What follows belongs to an exercise in optimizing a design on an open flow for small area; a production flow would make more cautious choices.
Only simulation tests tie the RTL to the original design; equivalence was not proved.
Power is estimated from default activity; no workload was simulated.

## design/flow/flow/my_cpu_rf_wr_cells.v

```verilog
// Hand-mapped register-file write port (sky130_fd_sc_hd cells), same function as
// my_cpu_rf_wr in rtl/my_cpu.v: D[k] = (en && idx == k) ? wd : S[k].
// Per bit: t = nor2(sel, Q); D = a21oi(sel, ~wd, t) = sel ? wd : Q.
module my_cpu_rf_wr(
	input [127:0] S,
	input [3:0] idx,
	input en,
	input [7:0] wd,
	output [127:0] D
);
wire [3:0] ni;
wire [3:0] nlo, nhi;
wire [15:0] sel;
wire [7:0] wdn;
sky130_fd_sc_hd__inv_1 i0 (.A(idx[0]), .Y(ni[0]));
sky130_fd_sc_hd__inv_1 i1 (.A(idx[1]), .Y(ni[1]));
sky130_fd_sc_hd__inv_1 i2 (.A(idx[2]), .Y(ni[2]));
sky130_fd_sc_hd__inv_1 i3 (.A(idx[3]), .Y(ni[3]));
sky130_fd_sc_hd__nand2_1 l0 (.A(ni[1]),  .B(ni[0]),  .Y(nlo[0]));
sky130_fd_sc_hd__nand2_1 l1 (.A(ni[1]),  .B(idx[0]), .Y(nlo[1]));
sky130_fd_sc_hd__nand2_1 l2 (.A(idx[1]), .B(ni[0]),  .Y(nlo[2]));
sky130_fd_sc_hd__nand2_1 l3 (.A(idx[1]), .B(idx[0]), .Y(nlo[3]));
sky130_fd_sc_hd__nand3_1 h0 (.A(en), .B(ni[3]),  .C(ni[2]),  .Y(nhi[0]));
sky130_fd_sc_hd__nand3_1 h1 (.A(en), .B(ni[3]),  .C(idx[2]), .Y(nhi[1]));
sky130_fd_sc_hd__nand3_1 h2 (.A(en), .B(idx[3]), .C(ni[2]),  .Y(nhi[2]));
sky130_fd_sc_hd__nand3_1 h3 (.A(en), .B(idx[3]), .C(idx[2]), .Y(nhi[3]));
genvar r, b;
generate
	for (b = 0; b < 8; b = b + 1) begin : wi
		sky130_fd_sc_hd__inv_1 w (.A(wd[b]), .Y(wdn[b]));
	end
	for (r = 0; r < 16; r = r + 1) begin : reg_
		sky130_fd_sc_hd__nor2_1 s (.A(nhi[r/4]), .B(nlo[r%4]), .Y(sel[r]));
		for (b = 0; b < 8; b = b + 1) begin : bit
			wire t;
			sky130_fd_sc_hd__nor2_1  h (.A(sel[r]), .B(S[r*8+b]), .Y(t));
			sky130_fd_sc_hd__a21oi_1 m (.A1(sel[r]), .A2(wdn[b]), .B1(t), .Y(D[r*8+b]));
		end
	end
endgenerate
endmodule
```

## design/flow/flow/area.abc

```
strash
dch -f
amap -F 5 -A 5
topo
```

## design/flow/constraint.sdc

```tcl
create_clock -name core_clock -period 9.0 [get_ports {clk}]
set_input_delay 1.8000 -clock core_clock [delete_from_list [all_inputs] [get_ports {clk}]]
set_output_delay 1.8000 -clock core_clock [all_outputs]
set_load 0.01 [all_outputs]
```

## design/flow/config.mk

```make
export PLATFORM = sky130hd
export DESIGN_NAME = my_cpu
export DESIGN_NICKNAME = my_cpu
export VERILOG_FILES = /design/flow/design.v
export SDC_FILE = /design/flow/constraint.sdc
export NUM_CORES = 4
export LEC_CHECK = 0
export ABC_AREA = 1
export CAP_MARGIN = 0
export CORE_MARGIN = 2
export CORE_UTILIZATION = 40
export SLEW_MARGIN = 0
```

## design/flow/design.v

```verilog
`timescale 1ns/1ps
module my_cpu(
	input [7:0]io_input,
	output reg [7:0]io_input_id,
	output reg [7:0]io_output,
	output reg [7:0]io_output_id,
	input [31:0]instruction,
	output reg [13:0]PC,
	output [15:0]A,
	input [7:0]data_in,
	output reg [7:0]data_out,
	output reg cs,
	output reg we,
	input clk,
	input rst
);
reg [7:0] S [15:0];
reg C, Z;
reg jump_en;
reg [7:0] jump_addr;
wire [3:0] op = instruction[31:28];
wire [2:0] smode = instruction[10:8];
wire [1:0] dmode = instruction[23:22];
wire [3:0] sreg = instruction[3:0];
wire [3:0] dreg = instruction[17:14];
wire [1:0] jcond = instruction[12:11];
wire rs_en = (smode == 3'd1) | (smode == 3'd3);
wire rd_en = (dmode == 2'd1);
wire [127:0] Sflat;
genvar g;
generate for (g = 0; g < 16; g = g + 1) begin : fl
	assign Sflat[g*8 +: 8] = S[g];
end endgenerate
wire [7:0] rs, rd;
my_cpu_rf_rd u_rs (.S(Sflat), .idx(sreg), .en(rs_en), .q(rs));
my_cpu_rf_rd u_rd (.S(Sflat), .idx(dreg), .en(rd_en), .q(rd));
wire [7:0] o1 = (instruction[7:0] & {8{smode == 3'd0}}) | (rs & {8{~smode[1]}}) |
                (data_in & {8{smode[2:1] == 2'b01}}) | (io_input & {8{smode == 3'd4}});
assign A[15:8] = 8'd0;
assign A[7:0] = (instruction[7:0] & {8{smode == 3'd2}}) | (rs & {8{smode[1]}});
wire [7:0] o2 = (instruction[21:14] & {8{dmode == 2'd0}}) | rd;
wire is_sub = (op == 4'd7) | (op == 4'd8) | (op == 4'd12) | (op == 4'd13);
wire is_arith = (op == 4'd5) | (op == 4'd6) | is_sub;
wire is_logic = (op == 4'd9) | (op == 4'd10) | (op == 4'd11);
wire use_o2 = is_arith | is_logic;
wire cin = (op == 4'd6) ? C : (op == 4'd8) ? ~C : is_sub;
wire [7:0] a = o2 & {8{use_o2}};
wire [7:0] b = (o1 ^ {8{is_sub}}) & {8{op != 4'd0}};
wire [7:0] p = a ^ b;
wire [7:0] gg = a & b;
wire [8:0] c;
assign c[0] = cin & is_arith;
genvar q;
generate for (q = 0; q < 8; q = q + 1) begin : cc
	assign c[q+1] = gg[q] | (p[q] & c[q]);
end endgenerate
reg [7:0] x;
always @(*) begin
	case (op)
		4'd9: x = gg;
		4'd10: x = a | b;
		4'd11: x = 8'd0;
		default: x = c[7:0];
	endcase
end
wire [8:0] R = {is_arith & (c[8] ^ is_sub), p ^ x};
wire wr = (op == 4'd1) | (op == 4'd3) | (op == 4'd5) | (op == 4'd6) | (op == 4'd7) |
          (op == 4'd8) | (op == 4'd9) | (op == 4'd10) | (op == 4'd11) | (op == 4'd14);
wire [127:0] Snext;
my_cpu_rf_wr u_wr (.S(Sflat), .idx(dreg), .en(wr), .wd(R[7:0]), .D(Snext));
reg take;
always @(*) begin
	case (jcond)
		2'd0: take = 1'b1;
		2'd1: take = Z;
		2'd2: take = C;
		default: take = Z & C;
	endcase
end
always @(posedge clk)
	jump_addr <= o1;
integer i;
always @(posedge clk or negedge rst) begin
	if (!rst) begin
		PC <= 14'd0;
		C <= 1'b0;
		Z <= 1'b0;
		jump_en <= 1'b0;
		cs <= 1'b1;
		we <= 1'b1;
		data_out <= 8'd0;
		io_input_id <= 8'd0;
		io_output <= 8'd0;
		io_output_id <= 8'd0;
		for (i = 0; i < 16; i = i + 1) S[i] <= 8'd0;
	end else begin
		PC <= jump_en ? {6'd0, jump_addr} : PC + 14'd1;
		C <= R[8];
		Z <= (R == 9'd0);
		jump_en <= (op == 4'd4) & take;
		if (op == 4'd1 || op == 4'd2) cs <= 1'b0;
		if (op == 4'd1) we <= 1'b1;
		if (op == 4'd2) we <= 1'b0;
		if (op == 4'd2) data_out <= o1;
		if (op == 4'd14) io_input_id <= o2;
		if (op == 4'd15) begin io_output_id <= o2; io_output <= o1; end
		for (i = 0; i < 16; i = i + 1) S[i] <= Snext[i*8 +: 8];
	end
end
endmodule
module my_cpu_rf_rd(
	input [127:0] S,
	input [3:0] idx,
	input en,
	output reg [7:0] q
);
wire [15:0] sel = {15'd0, en} << idx;
integer k;
always @(*) begin
	q = 8'd0;
	for (k = 0; k < 16; k = k + 1)
		q = q | (S[k*8 +: 8] & {8{sel[k]}});
end
endmodule
module my_cpu_rf_wr(
	input [127:0] S,
	input [3:0] idx,
	input en,
	input [7:0] wd,
	output reg [127:0] D
);
wire [15:0] sel = {15'd0, en} << idx;
integer k;
always @(*)
	for (k = 0; k < 16; k = k + 1)
		D[k*8 +: 8] = sel[k] ? wd : S[k*8 +: 8];
endmodule
```

## design/flow/flow/my_cpu_rf_rd_cells.v

```verilog
// Hand-mapped register-file read port (sky130_fd_sc_hd cells), same function as
// my_cpu_rf_rd in rtl/my_cpu.v: q = en ? S[idx*8 +: 8] : 0.
// One-hot select from a 2+2 predecode; per bit, five a222oi cover S[0..14] and a
// nand2 covers S[15]; two nand3 and an or2 combine the six active-low terms.
module my_cpu_rf_rd(
	input [127:0] S,
	input [3:0] idx,
	input en,
	output [7:0] q
);
wire [3:0] ni;
wire [3:0] nlo, nhi;
wire [15:0] sel;
sky130_fd_sc_hd__inv_1 i0 (.A(idx[0]), .Y(ni[0]));
sky130_fd_sc_hd__inv_1 i1 (.A(idx[1]), .Y(ni[1]));
sky130_fd_sc_hd__inv_1 i2 (.A(idx[2]), .Y(ni[2]));
sky130_fd_sc_hd__inv_1 i3 (.A(idx[3]), .Y(ni[3]));
// nlo[j] = ~(idx[1:0] == j)
sky130_fd_sc_hd__nand2_1 l0 (.A(ni[1]),  .B(ni[0]),  .Y(nlo[0]));
sky130_fd_sc_hd__nand2_1 l1 (.A(ni[1]),  .B(idx[0]), .Y(nlo[1]));
sky130_fd_sc_hd__nand2_1 l2 (.A(idx[1]), .B(ni[0]),  .Y(nlo[2]));
sky130_fd_sc_hd__nand2_1 l3 (.A(idx[1]), .B(idx[0]), .Y(nlo[3]));
// nhi[j] = ~(en & idx[3:2] == j)
sky130_fd_sc_hd__nand3_1 h0 (.A(en), .B(ni[3]),  .C(ni[2]),  .Y(nhi[0]));
sky130_fd_sc_hd__nand3_1 h1 (.A(en), .B(ni[3]),  .C(idx[2]), .Y(nhi[1]));
sky130_fd_sc_hd__nand3_1 h2 (.A(en), .B(idx[3]), .C(ni[2]),  .Y(nhi[2]));
sky130_fd_sc_hd__nand3_1 h3 (.A(en), .B(idx[3]), .C(idx[2]), .Y(nhi[3]));
genvar r, b;
generate
	for (r = 0; r < 16; r = r + 1) begin : dec
		sky130_fd_sc_hd__nor2_1 s (.A(nhi[r/4]), .B(nlo[r%4]), .Y(sel[r]));
	end
	for (b = 0; b < 8; b = b + 1) begin : bit
		wire [5:0] n;
		wire x, y;
		sky130_fd_sc_hd__a222oi_1 t0 (.A1(sel[0]),  .A2(S[0*8+b]),  .B1(sel[1]),  .B2(S[1*8+b]),  .C1(sel[2]),  .C2(S[2*8+b]),  .Y(n[0]));
		sky130_fd_sc_hd__a222oi_1 t1 (.A1(sel[3]),  .A2(S[3*8+b]),  .B1(sel[4]),  .B2(S[4*8+b]),  .C1(sel[5]),  .C2(S[5*8+b]),  .Y(n[1]));
		sky130_fd_sc_hd__a222oi_1 t2 (.A1(sel[6]),  .A2(S[6*8+b]),  .B1(sel[7]),  .B2(S[7*8+b]),  .C1(sel[8]),  .C2(S[8*8+b]),  .Y(n[2]));
		sky130_fd_sc_hd__a222oi_1 t3 (.A1(sel[9]),  .A2(S[9*8+b]),  .B1(sel[10]), .B2(S[10*8+b]), .C1(sel[11]), .C2(S[11*8+b]), .Y(n[3]));
		sky130_fd_sc_hd__a222oi_1 t4 (.A1(sel[12]), .A2(S[12*8+b]), .B1(sel[13]), .B2(S[13*8+b]), .C1(sel[14]), .C2(S[14*8+b]), .Y(n[4]));
		sky130_fd_sc_hd__nand2_1  t5 (.A(sel[15]),  .B(S[15*8+b]), .Y(n[5]));
		sky130_fd_sc_hd__nand3_1  c0 (.A(n[0]), .B(n[1]), .C(n[2]), .Y(x));
		sky130_fd_sc_hd__nand3_1  c1 (.A(n[3]), .B(n[4]), .C(n[5]), .Y(y));
		sky130_fd_sc_hd__or2_1    c2 (.A(x), .B(y), .X(q[b]));
	end
endgenerate
endmodule
```

## design/flow/flow/run.sh

```bash
#!/bin/bash
# Layout flow: the standard flow (standard.sh, ORFS) with these changes:
#  - synthesis (flow/synth.tcl): the standard synthesis script, but ABC maps with an
#    area-oriented script (flow/area.abc), and the register-file read and write ports
#    (modules my_cpu_rf_rd, my_cpu_rf_wr) come from hand-mapped netlists
#    (flow/*_cells.v) of the same function; flip-flops are untouched;
#  - port buffers, and synthesis's constant-output buffers, use the smallest buffer (buf_1);
#  - CTS uses clkbuf_8 only, without dummy loads;
#  - repair uses buffers no larger than buf_4, with no slew/cap margin.
set -euo pipefail
HERE=$(pwd)
PLAT=$FLOW_HOME/platforms/sky130hd/config.mk
PDU=$(sed -n '/^export DONT_USE_CELLS += \\/,/^#/p' $PLAT | grep -v '^export\|^#' | tr -d '\\' | xargs)
export FLOW_SYNTH_TCL=$HERE/synth_recipe.tcl
export MY_ABC_SCRIPT=$HERE/flow/area.abc
export MY_HAND_FILES="$HERE/flow/my_cpu_rf_rd_cells.v $HERE/flow/my_cpu_rf_wr_cells.v"
export BUFFER_PORTS_ARGS="-buffer_cell sky130_fd_sc_hd__buf_1"
export CTS_ARGS="-sink_clustering_enable -repair_clock_nets -dont_use_dummy_load -buf_list sky130_fd_sc_hd__clkbuf_8"
bash standard.sh SYNTH_SCRIPT=$HERE/flow/synth.tcl ABC_AREA=1 SLEW_MARGIN=0 CAP_MARGIN=0 \
  "MIN_BUF_CELL_AND_PORTS=sky130_fd_sc_hd__buf_1 A X" \
  "DONT_USE_CELLS=$PDU sky130_fd_sc_hd__buf_6 sky130_fd_sc_hd__buf_8 sky130_fd_sc_hd__buf_12 sky130_fd_sc_hd__buf_16 sky130_fd_sc_hd__bufbuf_8 sky130_fd_sc_hd__bufbuf_16" \
  finish > $HERE/flow_make.log 2>&1
```

## design/flow/flow/synth.tcl

```tcl
# The standard synthesis, with (1) an area-oriented ABC script and (2) the
# register-file read ports (module my_cpu_rf_rd) replaced by a hand-mapped netlist.
proc abc {args} {
  set i [lsearch $args -script]
  if { $i >= 0 } { lset args [expr {$i + 1}] $::env(MY_ABC_SCRIPT) }
  puts "area abc: abc $args"
  yosys abc {*}$args
}
set ::hand_done 0
proc synth {args} {
  if { !$::hand_done } {
    set ::hand_done 1
    foreach f $::env(MY_HAND_FILES) {
      set m [file rootname [file tail $f]]
      set m [string map {_cells ""} $m]
      puts "hand-mapped module: $m from $f"
      delete $m
      read_verilog -defer $f
    }
    hierarchy -top $::env(DESIGN_NAME)
  }
  yosys synth -nofsm -noshare {*}$args
}
# synth_recipe.tcl with its own synth wrapper left out (the one above also passes -nofsm -noshare)
set fh [open $::env(FLOW_SYNTH_TCL)]
set lines {}
foreach line [split [read $fh] "\n"] {
  if { ![string match "proc synth *" $line] } { lappend lines $line }
}
close $fh
eval [join $lines "\n"]
```

## design/flow/standard.sh

```bash
#!/bin/bash
# synth_recipe.tcl (not shown) runs the flow's synth.tcl, then flattens the netlist and writes it again
# the make line also repeats each setting of config.mk as NAME=value (left out here)
make -C /OpenROAD-flow-scripts/flow DESIGN_CONFIG=/design/flow/config.mk WORK_HOME=/design/flow/orfs CLKGATE_MAP_FILE= SYNTH_SCRIPT=/design/flow/synth_recipe.tcl "${@:-finish}"
```

==> summary.md, run 1 <==
| Metric | Value |
|---|---|
| Die Width | 154 microns |
| Global-route track usage on met2 | 37.5% |
| Post-synth top area share | 49.2% |
| Starting density of the core | 41.0% |
| CTS sink cnt | 187 |
| Fill cells | 2223 |
| Post-synth cell types | 36 |
| Clk slew on worst S/H paths | 0.09 ns |
| Pwr Density | 230 nW/um^2 |
| Dpl ws | 1.72 ns |
| Global routing met3 resource utilization | 5.16% |
| Synthesized area | 9000 sq um |
| Share of cells above drive strength 1 | 2.12% |
| Area delta synth->final | 11.4% |
| Compound-Gate Fraction of Synth Area | 25.6% |
| Critical-path top delay cell | nor2_1 |
| Crit path kind | input pin to register |
| Post-Synth Adder-Cell Area | 2.36% |
| Hold path depth | 2 |
| Number of CTS-inserted buffers | 17 |
| DRT iter0 DRCs | 1326 |
| Worst Tran Pin Value | 1.19 ns |
| Total of max-cap violations | 0 |
| CTS tree | built |
| Max VDD drop | 0.115 mV |
| Buffers on Ports | 100 |
| Critical Path Start Type | input pin |
| Fin. Hold Viols | 0 |
| Max frequency | 143 MHz |
| Post-CTS setup buffer count | 0 |
| Synth area leaders | dfrtp_1 49%, a222oi_1 9.9%, a21oi_1 9.6%, nor2_1 9.3%, nand3_1 2.8% |
| Period minus WS final | 6.99 ns |
| Relative slew slack | 20.3% |
| # resized after CTS | 0 |
| Status | timing/DRC/antenna clean |
| Pre-Repair DR Iteration Count | 12 |
| Setup_tns | 0 ns |
| Synth warnings | 4 |
| Routing usage on met1 | 33.8% |
| IO Count | 114 |
| Flops & latches, synth | 187 |
| Worst Path Required | 9.27 ns |
| First-pass GRT wire length | 44.0 mm |
| Overflow after GRT | 0 |
| Vias/cell | 5.93 |
| WP data arrival | 7.27 ns |
| Setup ws final | 2.01 ns |
| H-tree depth reported by CTS | 4 |
| Tcrit/Tclk final | 77.7% |
| Part of the Yosys area used for sequential elements | 51.6% |
| Row cnt | 54 |
| Core ar. | 22000 sq um |
| Overall via count from detail_route | 8368 |
| GRT Util Overall | 24.0% |
| Synth Area in XOR/XNOR | 0% |
| Crit path max-delay family | compound AO/OA/AOI/OAI gates |
| Clock latency (worst-skew pair) | 0.46 ns |
| Clk root buf | clkbuf_8 |
| Placed Area | 9790 sq um |
| Worst Clk Skew | 0.0223 ns |
| Residual DRC count | 0 |
| Crit-path max FO | 16 |
| Largest stage delay on the critical path | 0.63 ns |
| Most Crowded Layer GR | met2 |
| RePlAce Congestion | 0.946 |
| Worst R2R Path Depth | 20 |
| Finished Cell Area | 10000 sq um |
| Routed WL | 28.1 mm |
| RSZ-0062 raised after global routing | no |
| Flip-flop and latch area | 4640 sq um |
| Hold Path Class | register to register |
| Multi-input gate area | 4060 sq um |
| Nets | 1200 |
| WL per Instance | 19.9 microns |
| Levels on crit path | 26 |
| Synth Area per Inst | 8.99 sq um |
| Largest family of logic cells by synthesized area | compound AO/OA/AOI/OAI gates |
| Setup-failing EPs final | 0 |
| Cell taking the most area after synthesis | dfrtp_1 |
| Max clock buf depth | 2 |
| Post-synth EDFFs | 0 |
| Number of global-route vias before repair | 7858 |
| Die ar. | 23700 sq um |
| Post-Synth Simple-Gate Area | 16.8% |
| Hold_buf cts | 0 |
| Main flop type after synthesis | dfrtp_1 |
| Leakage | 4.17 nW |
| Critical Path End Type | register |
| Post-synthesis mux area share | 0% |
| Cells after synthesis | 1001 |
| Post-synthesis async set-or-reset flop share | 95.7% |
| Initial antenna violation count | 1 |
| Routed Antenna Nets | 0 |
| Largest net degree at the start of global routing | 60 |
| HPWL Detailed | 20.4 mm |
| Die height | 154 microns |
| Slew Limit Fails | 0 |
| Buf+Inv Stages, Crit Path | 5 |
## synth_stat cells, types with 4 or more instances
cell / count
nor3_1: 11
nand2_1: 56
ha_1: 17
buf_1: 8
nor2_1: 222
nand3_1: 50
dfxtp_1: 8
clkinv_1: 59
a222oi_1: 89
or2_1: 16
o21ai_0: 42
dfrtp_1: 177
a221oi_1: 4
a21oi_1: 173
o22ai_1: 5
inv_1: 20
o22a_1: 20
## per-layer routing
metal / up-vias / part of all wire (%)
met1: 3978 / 45
met3: 34 / 7.9
met5: - / 0
li1: 3971 / -
met2: 385 / 45
met4: 0 / 2.2
## power by group
| group | switching [mW] | internal (mW) | total [mW] | leakage [nW] |
|---|---|---|---|---|
| combinational | 0.390 | 0.197 | 0.587 | 1.91 |
| clock | 0.262 | 0.168 | 0.429 | 0.122 |
| sequential | 0.203 | 1.09 | 1.29 | 2.14 |
| total | 0.854 | 1.46 | 2.31 | 4.17 |
## registers in the layout (all words and copies together), names as in the netlist
name / flops
jump_addr: 8
data_out: 8
C: 1
PC: 14
cs: 1
S: 128
io_output_id: 8
io_input_id: 8
io_output: 8
Z: 1
jump_en: 1
we: 1
## layout make-up
type	count	area share [%]
Sequential cell	187	46.3
Timing Repair Buffer	114	4.39
Antenna cell	1	0.0250
Tap cell	280	3.49
Multi-Input combinational cell	734	40.5
Inverter	79	2.96
Clock buffer	17	2.33
## per-stage QoR
stage	cells	total power [mW]	util, %	hold slack (ns)
3_5_place_dp	1394	1.89	44.6	0.436
5_1_grt	1411	2.48	45.6	0.465
6_report	1412	2.31	45.7	0.439
4_1_cts	1411	2.32	45.6	0.439
3_3_place_gp	1394	1.87	44.6	0.418
2_1_floorplan	1008	1.64	-	0.414
## final timing paths
path                                 from       to  slack [ns]
min reg2reg                  jump_addr[0]    PC[0]        0.44
max reg2reg                       S[0][0]  S[3][7]        3.82
max in group asynchronous             rst  S[2][1]        6.25
min                          jump_addr[0]    PC[0]        0.44
min in group asynchronous             rst   PC[10]        1.46
max                        instruction[8]  S[3][7]        2.01
## worst min-delay path, delay by kind of cell (launching register included)
family | cells | cell delay (ns)
AOI/OAI and AO/OA | 1 | 0.04
DFF | 1 | 0.30
and+or+nand+nor | 1 | 0.07
## placed cells by master (no fill, tap or decap), types with 10 or more instances in the layout
master    netlist  routed
nand2_1        56      56
nand3_1        50      50
a21oi_1       173     173
nor3_1         11      10
o21ai_0        42      42
clkinv_1       59      59
o22a_1         20      20
nor2_1        222     222
inv_1          20      20
buf_1           8     110
dfrtp_1       177     177
or2_1          16      16
a222oi_1       89      89
clkbuf_8        0      17
ha_1           17      17
## logic make-up (layout without fill, tap and decap cells)
family | Yosys count | count (layout)
other | 1 | 9
AO/OA/AOI/OAI | 345 | 345
adder cells (fa/ha/maj) | 17 | 17
flip-flops | 187 | 187
AND/OR/NAND/NOR | 364 | 364
buffers and inverters | 87 | 210
==> run 2, diff against run 1 <==
--- a/design/flow/design.v
+++ b/design/flow/design.v
@@ -32,8 +32,6 @@
 	assign Sflat[g*8 +: 8] = S[g];
 end endgenerate
 wire [7:0] rs, rd;
-my_cpu_rf_rd u_rs (.S(Sflat), .idx(sreg), .en(rs_en), .q(rs));
-my_cpu_rf_rd u_rd (.S(Sflat), .idx(dreg), .en(rd_en), .q(rd));
 wire [7:0] o1 = (instruction[7:0] & {8{smode == 3'd0}}) | (rs & {8{~smode[1]}}) |
                 (data_in & {8{smode[2:1] == 2'b01}}) | (io_input & {8{smode == 3'd4}});
 assign A[15:8] = 8'd0;
@@ -67,7 +65,8 @@
 wire wr = (op == 4'd1) | (op == 4'd3) | (op == 4'd5) | (op == 4'd6) | (op == 4'd7) |
           (op == 4'd8) | (op == 4'd9) | (op == 4'd10) | (op == 4'd11) | (op == 4'd14);
 wire [127:0] Snext;
-my_cpu_rf_wr u_wr (.S(Sflat), .idx(dreg), .en(wr), .wd(R[7:0]), .D(Snext));
+my_cpu_rf u_rf (.S(Sflat), .sidx(sreg), .sen(rs_en), .didx(dreg), .den(rd_en),
+	.wen(wr), .wd(R[7:0]), .rs(rs), .rd(rd), .D(Snext));
 reg take;
 always @(*) begin
 	case (jcond)
@@ -108,30 +107,29 @@
 	end
 end
 endmodule
-module my_cpu_rf_rd(
+module my_cpu_rf(
 	input [127:0] S,
-	input [3:0] idx,
-	input en,
-	output reg [7:0] q
+	input [3:0] sidx,
+	input sen,
+	input [3:0] didx,
+	input den,
+	input wen,
+	input [7:0] wd,
+	output reg [7:0] rs,
+	output reg [7:0] rd,
+	output reg [127:0] D
 );
-wire [15:0] sel = {15'd0, en} << idx;
+wire [15:0] ssel = {15'd0, sen} << sidx;
+wire [15:0] dsel = {15'd0, den} << didx;
+wire [15:0] wsel = {15'd0, wen} << didx;
 integer k;
 always @(*) begin
-	q = 8'd0;
-	for (k = 0; k < 16; k = k + 1)
-		q = q | (S[k*8 +: 8] & {8{sel[k]}});
+	rs = 8'd0;
+	rd = 8'd0;
+	for (k = 0; k < 16; k = k + 1) begin
+		rs = rs | (S[k*8 +: 8] & {8{ssel[k]}});
+		rd = rd | (S[k*8 +: 8] & {8{dsel[k]}});
+		D[k*8 +: 8] = wsel[k] ? wd : S[k*8 +: 8];
+	end
 end
 endmodule
-module my_cpu_rf_wr(
-	input [127:0] S,
-	input [3:0] idx,
-	input en,
-	input [7:0] wd,
-	output reg [127:0] D
-);
-wire [15:0] sel = {15'd0, en} << idx;
-integer k;
-always @(*)
-	for (k = 0; k < 16; k = k + 1)
-		D[k*8 +: 8] = sel[k] ? wd : S[k*8 +: 8];
-endmodule
==> design/flow/flow/run.sh (replaced) <==
#!/bin/bash
# Layout flow: the standard flow (standard.sh, ORFS) with these changes:
#  - synthesis (flow/synth.tcl): the standard synthesis script, but ABC maps with an
#    area-oriented script (flow/area.abc), adders are left to ABC (no ADDER_MAP_FILE), and
#    the register-file logic (module my_cpu_rf) comes from a hand-mapped netlist
#    (flow/my_cpu_rf_cells.v) of the same function; flip-flops are untouched;
#  - port buffers, and synthesis's constant-output buffers, use the smallest buffer (buf_1);
#  - CTS uses clkbuf_8 only, without dummy loads;
#  - repair uses buffers no larger than buf_4, with no slew/cap margin.
set -euo pipefail
HERE=$(pwd)
PLAT=$FLOW_HOME/platforms/sky130hd/config.mk
PDU=$(sed -n '/^export DONT_USE_CELLS += \\/,/^#/p' $PLAT | grep -v '^export\|^#' | tr -d '\\' | xargs)
export FLOW_SYNTH_TCL=$HERE/synth_recipe.tcl
export MY_ABC_SCRIPT=$HERE/flow/area.abc
export MY_HAND_FILES="$HERE/flow/my_cpu_rf_cells.v"
export BUFFER_PORTS_ARGS="-buffer_cell sky130_fd_sc_hd__buf_1"
export CTS_ARGS="-sink_clustering_enable -repair_clock_nets -dont_use_dummy_load -buf_list sky130_fd_sc_hd__clkbuf_8"
bash standard.sh SYNTH_SCRIPT=$HERE/flow/synth.tcl ABC_AREA=1 ADDER_MAP_FILE= SLEW_MARGIN=0 CAP_MARGIN=0 \
  "MIN_BUF_CELL_AND_PORTS=sky130_fd_sc_hd__buf_1 A X" \
  "DONT_USE_CELLS=$PDU sky130_fd_sc_hd__buf_6 sky130_fd_sc_hd__buf_8 sky130_fd_sc_hd__buf_12 sky130_fd_sc_hd__buf_16 sky130_fd_sc_hd__bufbuf_8 sky130_fd_sc_hd__bufbuf_16" \
  finish > $HERE/flow_make.log 2>&1
==> design/flow/flow/my_cpu_rf_cells.v (new file) <==
// Hand-mapped register-file logic (sky130_fd_sc_hd cells), same function as
// module my_cpu_rf in rtl/my_cpu.v.
//  - one-hot selects from 2+2 predecodes (the didx predecode is shared by the
//    rd read port and the write port);
//  - read, per bit: five a222oi cover registers 0..14, then
//    q = a211o(sel15, S15, nand3(n0,n1,n2), nand2(n3,n4));
//  - write, per bit: t = nor2(wsel, Q); D = a21oi(wsel, ~wd, t) = wsel ? wd : Q.
module my_cpu_rf(
	input [127:0] S,
	input [3:0] sidx,
	input sen,
	input [3:0] didx,
	input den,
	input wen,
	input [7:0] wd,
	output [7:0] rs,
	output [7:0] rd,
	output [127:0] D
);
// predecode: nlo[j] = ~(idx[1:0] == j), nhi[j] = ~(en & idx[3:2] == j)
wire [3:0] sn, dn;
wire [3:0] snlo, snhi, dnlo, dnhi, wnhi;
wire [15:0] ssel, dsel, wsel;
wire [7:0] wdn;
genvar j, r, b;
generate
	for (j = 0; j < 4; j = j + 1) begin : inv
		sky130_fd_sc_hd__inv_1 s (.A(sidx[j]), .Y(sn[j]));
		sky130_fd_sc_hd__inv_1 d (.A(didx[j]), .Y(dn[j]));
	end
	for (j = 0; j < 4; j = j + 1) begin : pre
		sky130_fd_sc_hd__nand2_1 sl (.A(j[1] ? sidx[1] : sn[1]), .B(j[0] ? sidx[0] : sn[0]), .Y(snlo[j]));
		sky130_fd_sc_hd__nand2_1 dl (.A(j[1] ? didx[1] : dn[1]), .B(j[0] ? didx[0] : dn[0]), .Y(dnlo[j]));
		sky130_fd_sc_hd__nand3_1 sh (.A(sen), .B(j[1] ? sidx[3] : sn[3]), .C(j[0] ? sidx[2] : sn[2]), .Y(snhi[j]));
		sky130_fd_sc_hd__nand3_1 dh (.A(den), .B(j[1] ? didx[3] : dn[3]), .C(j[0] ? didx[2] : dn[2]), .Y(dnhi[j]));
		sky130_fd_sc_hd__nand3_1 wh (.A(wen), .B(j[1] ? didx[3] : dn[3]), .C(j[0] ? didx[2] : dn[2]), .Y(wnhi[j]));
	end
	for (r = 0; r < 16; r = r + 1) begin : dec
		sky130_fd_sc_hd__nor2_1 s (.A(snhi[r/4]), .B(snlo[r%4]), .Y(ssel[r]));
		sky130_fd_sc_hd__nor2_1 d (.A(dnhi[r/4]), .B(dnlo[r%4]), .Y(dsel[r]));
		sky130_fd_sc_hd__nor2_1 w (.A(wnhi[r/4]), .B(dnlo[r%4]), .Y(wsel[r]));
	end
	for (b = 0; b < 8; b = b + 1) begin : rp
		wire [4:0] sa, da;
		wire sx, sy, dx, dy;
		for (j = 0; j < 5; j = j + 1) begin : t
			sky130_fd_sc_hd__a222oi_1 s (.A1(ssel[3*j]), .A2(S[(3*j)*8+b]), .B1(ssel[3*j+1]), .B2(S[(3*j+1)*8+b]),
				.C1(ssel[3*j+2]), .C2(S[(3*j+2)*8+b]), .Y(sa[j]));
			sky130_fd_sc_hd__a222oi_1 d (.A1(dsel[3*j]), .A2(S[(3*j)*8+b]), .B1(dsel[3*j+1]), .B2(S[(3*j+1)*8+b]),
				.C1(dsel[3*j+2]), .C2(S[(3*j+2)*8+b]), .Y(da[j]));
		end
		sky130_fd_sc_hd__nand3_1 sc0 (.A(sa[0]), .B(sa[1]), .C(sa[2]), .Y(sx));
		sky130_fd_sc_hd__nand2_1 sc1 (.A(sa[3]), .B(sa[4]), .Y(sy));
		sky130_fd_sc_hd__a211o_1 sc2 (.A1(ssel[15]), .A2(S[15*8+b]), .B1(sx), .C1(sy), .X(rs[b]));
		sky130_fd_sc_hd__nand3_1 dc0 (.A(da[0]), .B(da[1]), .C(da[2]), .Y(dx));
		sky130_fd_sc_hd__nand2_1 dc1 (.A(da[3]), .B(da[4]), .Y(dy));
		sky130_fd_sc_hd__a211o_1 dc2 (.A1(dsel[15]), .A2(S[15*8+b]), .B1(dx), .C1(dy), .X(rd[b]));
		sky130_fd_sc_hd__inv_1 wi (.A(wd[b]), .Y(wdn[b]));
	end
	for (r = 0; r < 16; r = r + 1) begin : wp
		for (b = 0; b < 8; b = b + 1) begin : bit
			wire t;
			sky130_fd_sc_hd__nor2_1  h (.A(wsel[r]), .B(S[r*8+b]), .Y(t));
			sky130_fd_sc_hd__a21oi_1 m (.A1(wsel[r]), .A2(wdn[b]), .B1(t), .Y(D[r*8+b]));
		end
	end
endgenerate
endmodule
--- a/design/flow/flow/synth.tcl
+++ b/design/flow/flow/synth.tcl
@@ -1,5 +1,5 @@
 # The standard synthesis, with (1) an area-oriented ABC script and (2) the
-# register-file read ports (module my_cpu_rf_rd) replaced by a hand-mapped netlist.
+# register-file logic (module my_cpu_rf) replaced by a hand-mapped netlist.
 proc abc {args} {
   set i [lsearch $args -script]
   if { $i >= 0 } { lset args [expr {$i + 1}] $::env(MY_ABC_SCRIPT) }
removed: design/flow/flow/my_cpu_rf_rd_cells.v
removed: design/flow/flow/my_cpu_rf_wr_cells.v
==> summary.md, run 2 <==
| Metric | Value |
|---|---|
| Most numerous cell in the Yosys netlist | nor2_1 |
| Routed Antenna Nets | 0 |
| Clk slew on worst S/H paths | 0.08 ns |
| Commonest non-fill, non-tap cell in the layout | nor2_1 |
| Pwr Density | 232 nW/um^2 |
| Crit-path max FO | 16 |
| Largest stage delay on the critical path | 0.61 ns |
| Nets | 1144 |
| Starting density of the core | 41.0% |
| Synth Area per Inst | 9.07 sq um |
| Buffers on Ports | 100 |
| Max VDD drop | 0.0878 mV |
| Residual DRC count | 0 |
| Die ar. | 23000 sq um |
| Hold_buf cts | 0 |
| Post-CTS setup buffer count | 0 |
| Internal Power | 1.43 mW |
| Slew Limit Fails | 0 |
| Core ar. | 21200 sq um |
| Crit path kind | input pin to register |
| IO Count | 114 |
| Buf+Inv Stages, Crit Path | 4 |
| Reg2reg setup slack | 3.51 ns |
| Ant diodes | 0 |
| Post-synth cell types | 29 |
| Fill cells | 2116 |
| Row cnt | 53 |
| GRT Util Overall | 24.9% |
| Routed WL | 28.3 mm |
| Dpl ws | 1.45 ns |
| Hold Path Origin | jump_addr[1] |
| Biggest register | S |
| Max frequency | 136 MHz |
| Post-synth top area share | 50.9% |
| Leakage | 4.12 nW |
| Number of global-route vias before repair | 7692 |
| Sw frac | 36.6% |
| First-pass GRT wire length | 43.0 mm |
| Sw power | 0.826 mW |
| Worst Clk Skew | 0.0325 ns |
| Reg-to-reg critical path startpoint | S[6][0] |
| Period minus WS final | 7.33 ns |
| Top Registers | S (128), PC (14) |
| WP data arrival | 7.61 ns |
| Setup_tns | 0 ns |
| Comb pwr share | 24.2% |
| Flops & latches, synth | 187 |
| Post-synth EDFFs | 0 |
| Leading cell types in the layout, fill and taps excluded | 252 x nor2_1, 177 x dfrtp_1, 163 x a21oi_1 |
| Part of the Yosys area used for sequential elements | 53.3% |
| Share of cells above drive strength 1 | 2.11% |
| Placed Area | 9500 sq um |
| Part of the power in registers | 56.6% |
| Die Width | 152 microns |
| RePlAce Congestion | 0.918 |
| Critical Path Start Type | input pin |
| WL per Instance | 20.7 microns |
| Setup-failing EPs final | 0 |
| Tcrit/Tclk final | 81.4% |
| Post-Route Utilization | 45.9% |
| Number of CTS-inserted buffers | 17 |
| H-tree depth reported by CTS | 4 |
| Relative slew slack | 24.5% |
| CTS sink cnt | 187 |
| Status | timing/DRC/antenna clean |
| HPWL Detailed | 19.9 mm |
| Initial antenna violation count | 0 |
| Synth warnings | 3 |
| # resized after CTS | 0 |
| Post-synthesis async set-or-reset flop share | 95.7% |
| Fin. Hold Viols | 0 |
| DRT iter0 DRCs | 1378 |
| RSZ-0062 raised after global routing | no |
| Max reg flops | 128 |
| Overall via count from detail_route | 8323 |
| Final hold slack | 0.443 ns |
| Synth area leaders | dfrtp_1 51%, nor2_1 11%, a222oi_1 10%, a21oi_1 9.4%, nand2_1 2.5% |
| Main flop type after synthesis | dfrtp_1 |
| CP startpoint | instruction[8] |
| Clock latency (worst-skew pair) | 0.47 ns |
| Pre-Repair DR Iteration Count | 10 |
| Die height | 152 microns |
| Cells after synthesis | 960 |
| Hold Path Class | register to register |
| Clk root buf | clkbuf_8 |
| CTS tree | built |
| Critical-path top delay cell | nor2_1 |
| Vias/cell | 6.09 |
| Cell taking the most area after synthesis | dfrtp_1 |
| Max clock buf depth | 2 |
| Finished Cell Area | 9730 sq um |
| Setup ws final | 1.67 ns |
| Worst Path Required | 9.28 ns |
| Largest net degree at the start of global routing | 70 |
| Total of max-cap violations | 0 |
| Overflow after GRT | 0 |
| Crit path max-delay family | compound AO/OA/AOI/OAI gates |
| Area delta synth->final | 11.8% |
| Clock Power Share | 19.2% |
| Most used cell along the critical path | o21ai_0 |
| Critical Path End Type | register |
| Top cells by count, synth | 252 x nor2_1, 177 x dfrtp_1, 163 x a21oi_1 |
| Worst Tran Pin Value | 1.13 ns |
| Synthesized area | 8700 sq um |
[run 2: cell types whose count changed after synthesis, moves of 6 or more]
| cell | delta |
|---|---|
| clkinv_1 | -24 |
| ha_1 | -17 |
| a211oi_1 | +8 |
| a21oi_1 | -10 |
| nand3_1 | -20 |
| or2_1 | -16 |
| a211o_1 | +16 |
| o31ai_1 | +6 |
| nor2_1 | +30 |
[run 2: stage by stage]
step | std cells | power [mW]
finish | 1367 | 2.26
detailed placement | 1350 | 1.83
global placement | 1350 | 1.81
global route | 1367 | 2.41
CTS | 1367 | 2.26
floorplan | 967 | 1.59
[run 2: layout make-up]
type | instances | area (sq um) | area share [%]
multi-input combinational | 721 | 3870 | 39.8
timing repair buffer | 116 | 447 | 4.59
inverter | 51 | 191 | 1.97
clock buffer | 17 | 234 | 2.40
tap | 275 | 344 | 3.54
sequential | 187 | 4640 | 47.7
[run 2: power groups by stage]
stage	combinational [mW]	sequential, mW	clock [mW]
6_report	0.546	1.28	0.432
5_1_grt	0.623	1.31	0.472
4_1_cts	0.546	1.27	0.444
3_5_place_dp	0.547	1.28	0
3_3_place_gp	0.528	1.28	0
2_1_floorplan	0.328	1.26	0
[run 2: worst reg2reg max path: cells and delay by family, from the launching register on]
kind	cells	cell delay, ns
DFF	1	0.41
and+or+nand+nor	2	0.31
buffers and inverters	2	0.78
AOI/OAI and AO/OA	16	3.79
[run 2: logic make-up after synthesis]
family          Yosys count  synth area share (%)
buf+inv                  59                  2.54
compound gates          349                  27.4
other cells               1                0.0431
xor+xnor                  1                 0.101
simple gates            363                  16.6
flops                   187                  53.3
[run 2: path summary, 6_finish.rpt]
kind                             to  cells after the start
min in group asynchronous   S[4][2]                      1
max                        S[11][7]                     26
max in group asynchronous  S[15][5]                      2
max reg2reg                S[11][7]                     20
min reg2reg                   PC[1]                      2
min                           PC[1]                      2
[run 2: per-layer routing]
layer	up-vias	part of all wire [%]	global-route usage, %
met2	394	46	37.9
met4	0	1.7	6.44
met3	37	8.6	5.60
met1	4048	44	36.3
met5	-	0	0
li1	3844	-	-
==> run 3, diff against run 2 <==
--- a/design/flow/flow/run.sh
+++ b/design/flow/flow/run.sh
@@ -6,7 +6,8 @@
 #    (flow/my_cpu_rf_cells.v) of the same function; flip-flops are untouched;
 #  - port buffers, and synthesis's constant-output buffers, use the smallest buffer (buf_1);
 #  - CTS uses clkbuf_8 only, without dummy loads;
-#  - repair uses buffers no larger than buf_4, with no slew/cap margin.
+#  - repair uses buffers no larger than buf_4, with no slew/cap margin;
+#  - the constant outputs share one tie cell (no tie-fanout repair).
 set -euo pipefail
 HERE=$(pwd)
 PLAT=$FLOW_HOME/platforms/sky130hd/config.mk
@@ -16,7 +17,7 @@
 export MY_HAND_FILES="$HERE/flow/my_cpu_rf_cells.v"
 export BUFFER_PORTS_ARGS="-buffer_cell sky130_fd_sc_hd__buf_1"
 export CTS_ARGS="-sink_clustering_enable -repair_clock_nets -dont_use_dummy_load -buf_list sky130_fd_sc_hd__clkbuf_8"
-bash standard.sh SYNTH_SCRIPT=$HERE/flow/synth.tcl ABC_AREA=1 ADDER_MAP_FILE= SLEW_MARGIN=0 CAP_MARGIN=0 \
+bash standard.sh SYNTH_SCRIPT=$HERE/flow/synth.tcl ABC_AREA=1 ADDER_MAP_FILE= SLEW_MARGIN=0 CAP_MARGIN=0 SKIP_REPAIR_TIE_FANOUT=1 \
   "MIN_BUF_CELL_AND_PORTS=sky130_fd_sc_hd__buf_1 A X" \
   "DONT_USE_CELLS=$PDU sky130_fd_sc_hd__buf_6 sky130_fd_sc_hd__buf_8 sky130_fd_sc_hd__buf_12 sky130_fd_sc_hd__buf_16 sky130_fd_sc_hd__bufbuf_8 sky130_fd_sc_hd__bufbuf_16" \
   finish > $HERE/flow_make.log 2>&1
==> summary.md, run 3 <==
| Metric | Value |
|---|---|
| Status | timing/DRC/antenna clean |
| Leakage | 4.09 nW |
| Tcrit/Tclk final | 79.1% |
| Synthesized area | 8700 sq um |
| WL per Instance | 20.5 microns |
| Cells after synthesis | 960 |
| H-tree depth reported by CTS | 4 |
| Post-Synth Simple-Gate Area | 16.6% |
| Number of global-route vias before repair | 7435 |
| Buf+Inv Stages, Crit Path | 3 |
| Reg-to-reg critical path startpoint | S[6][0] |
| Die Width | 152 microns |
| Setup-failing EPs final | 0 |
| Max clock buf depth | 2 |
| Worst R2R Path Depth | 19 |
| Overall via count from detail_route | 8116 |
| Nets | 1131 |
| Finished Cell Area | 9680 sq um |
| Hold path depth | 2 |
| Crit path max-delay family | compound AO/OA/AOI/OAI gates |
| Post-synth top area share | 50.9% |
| Worst Tran Pin Value | 1.16 ns |
| CP startpoint | instruction[8] |
| Post-synth cell types | 29 |
| Ant diodes | 0 |
| First-pass GRT wire length | 42.1 mm |
| Hold_buf cts | 0 |
| Most numerous cell in the Yosys netlist | nor2_1 |
| Dpl ws | 1.68 ns |
| Synth Area per Inst | 9.07 sq um |
| DRT iter0 DRCs | 1086 |
| Largest stage delay on the critical path | 0.62 ns |
| Initial antenna violation count | 0 |
| Setup_tns | 0 ns |
| Period minus WS final | 7.12 ns |
| Number of CTS-inserted buffers | 17 |
| Routed Antenna Nets | 0 |
| Hold Path Class | register to register |
| Crit path kind | input pin to register |
| Pre-Repair DR Iteration Count | 9 |
| Pwr Density | 233 nW/um^2 |
| Compound-Gate Fraction of Synth Area | 27.4% |
| Buffers on Ports | 100 |
| Overall power | 2.25 mW |
| Fin. Hold Viols | 0 |
| Top Registers | S (128), PC (14) |
| Post-CTS setup buffer count | 0 |
| Leading cell types in the layout, fill and taps excluded | 252 x nor2_1, 177 x dfrtp_1, 163 x a21oi_1 |
| Flip-flop and latch area | 4640 sq um |
| Placed Area | 9450 sq um |
| Core ar. | 21200 sq um |
| Biggest register | S |
| Critical Path End Type | register |
| Multi-input gate area | 3850 sq um |
| Residual DRC count | 0 |
| Max VDD drop | 0.100 mV |
| Post-synthesis mux area share | 0% |
| Overflow after GRT | 0 |
| Post-synth EDFFs | 0 |
| CTS sink cnt | 187 |
| Routed WL | 27.7 mm |
| Most used cell along the critical path | o21ai_0 |
| CTS tree | built |
| Largest family of logic cells by synthesized area | compound AO/OA/AOI/OAI gates |
| Die ar. | 23000 sq um |
| Top cells by count, synth | 252 x nor2_1, 177 x dfrtp_1, 163 x a21oi_1 |
| Post-synthesis async set-or-reset flop share | 95.7% |
| Synth area leaders | dfrtp_1 51%, nor2_1 11%, a222oi_1 10%, a21oi_1 9.4%, nand2_1 2.5% |
| # resized after CTS | 0 |
| Max reg flops | 128 |
| Commonest non-fill, non-tap cell in the layout | nor2_1 |
| Hold Path Origin | jump_addr[7] |
| Reg-to-Reg End | S[3][7] |
| Fill cells | 2137 |
| Slew Limit Fails | 0 |
| Largest net degree at the start of global routing | 71 |
| Vias/cell | 5.99 |
| Synth Area in XOR/XNOR | 0.101% |
| Worst Path Required | 9.29 ns |
| Cell taking the most area after synthesis | dfrtp_1 |
| GRT Util Overall | 24.5% |
| Clk slew on worst S/H paths | 0.09 ns |
| Part of the Yosys area used for sequential elements | 53.3% |
| Max frequency | 141 MHz |
| Total of max-cap violations | 0 |
| Hold worst-path end | PC[7] |
| HPWL Detailed | 19.4 mm |
| Critical Path Start Type | input pin |
| Flops & latches, synth | 187 |
| Crit-path max FO | 16 |
| Clock latency (worst-skew pair) | 0.48 ns |
| Relative slew slack | 22.7% |
| Clk root buf | clkbuf_8 |
| Reg2reg setup slack | 3.62 ns |
| WP data arrival | 7.41 ns |
| Worst Clk Skew | 0.0374 ns |
| IO Count | 114 |
| RePlAce Congestion | 0.943 |
| Main flop type after synthesis | dfrtp_1 |
| Post-Synth Adder-Cell Area | 0% |
| Share of cells above drive strength 1 | 2.13% |
| Area delta synth->final | 11.2% |
| Setup ws final | 1.88 ns |
| Synth warnings | 3 |
| Die height | 152 microns |
| Critical-path top delay cell | nor2_1 |
| Starting density of the core | 41.0% |
| Row cnt | 53 |
| RSZ-0062 raised after global routing | no |
==> run 3: cell counts after synthesis <==
Identical to the previous run, type by type.
==> run 3: through the flow <==
stage | instances | utilization [%] | hold slack [ns]
after floorplan | 960 | - | 0.412
final | 1354 | 45.6 | 0.426
after global routing | 1354 | 45.6 | 0.459
after global placement | 1337 | 44.5 | 0.418
after CTS | 1354 | 45.6 | 0.428
after detailed placement | 1337 | 44.5 | 0.421
==> run 3: layer usage <==
metal  up-vias  share of wire [%]  global-route usage, %
met4         0                3.0                   8.80
li1       3830                  -                      -
met1      3843                 46                   37.3
met5         -                  0                      0
met2       401                 43                   34.2
met3        42                8.4                   5.03
==> run 3: logic make-up after synthesis <==
group                  Yosys count
buffers and inverters           59
other                            1
AO/OA/AOI/OAI                  349
XOR/XNOR                         1
flip-flops                     187
AND/OR/NAND/NOR                363
==> run 3: power breakdown <==
| part | leakage, nW | internal [mW] | switching (mW) |
|---|---|---|---|
| Combinational | 1.83 | 0.181 | 0.361 |
| Clock | 0.122 | 0.167 | 0.264 |
| Sequential | 2.14 | 1.08 | 0.195 |
| Total | 4.09 | 1.43 | 0.820 |
==> run 3: worst min-delay path: cells and delay by family, from the launching register on <==
kind | cells | cell delay, ns
AO/OA/AOI/OAI | 1 | 0.05
flip-flops | 1 | 0.31
AND/OR/NAND/NOR | 1 | 0.04
==> run 3: worst max-delay path by stage <==
stage,endpoint,slack (ns),depth (start not counted)
2_1_floorplan,S[0][7],3.21,19
3_3_place_gp,S[8][7],1.72,25
3_5_place_dp,S[9][7],1.68,25
4_1_cts,S[6][7],2.15,25
5_1_grt,S[0][7],1.28,25
6_report,S[3][7],1.88,25
==> run 3: layout make-up <==
cell class              instances  share of cell area [%]
inverters                      51                    1.98
repair buffers                110                    4.36
multi-input cells             714                    39.7
flip-flops and latches        187                    48.0
well taps                     275                    3.55
clock buffers                  17                    2.42

==> what the ideal ports hide <==
Ports are ideal in the flow. The routed layouts listed here were re-timed in OpenROAD.
Step 1 assumes that a clkbuf_16 drives the clock port and a buf_2 every other input.
Step 2 moves the port delays by t, midway between the first and last clock arrival at a register: inputs arrive t later, outputs are due t later. That takes back most of the time a late clock gives input paths.
a / b / c = ideal ports / drivers / drivers and shift; a / b = the first two.
run | t (ns) | setup WS [ns] | worst setup path at the end | worst register clock-pin slew, ns
run 1 | 0.485 | 2.006 / 2.022 / 1.537 | input to register | 0.09 / 0.09
run 2 | 0.498 | 1.670 / 1.687 / 1.188 | input to register | 0.10 / 0.10
run 3 | 0.500 | 1.885 / 1.898 / 1.398 | input to register | 0.11 / 0.11
After both steps every run listed still meets setup and hold. For run 3, which loses most, drivers alone change the setup slack by +0.013 ns; drivers and shift together by -0.487 ns.
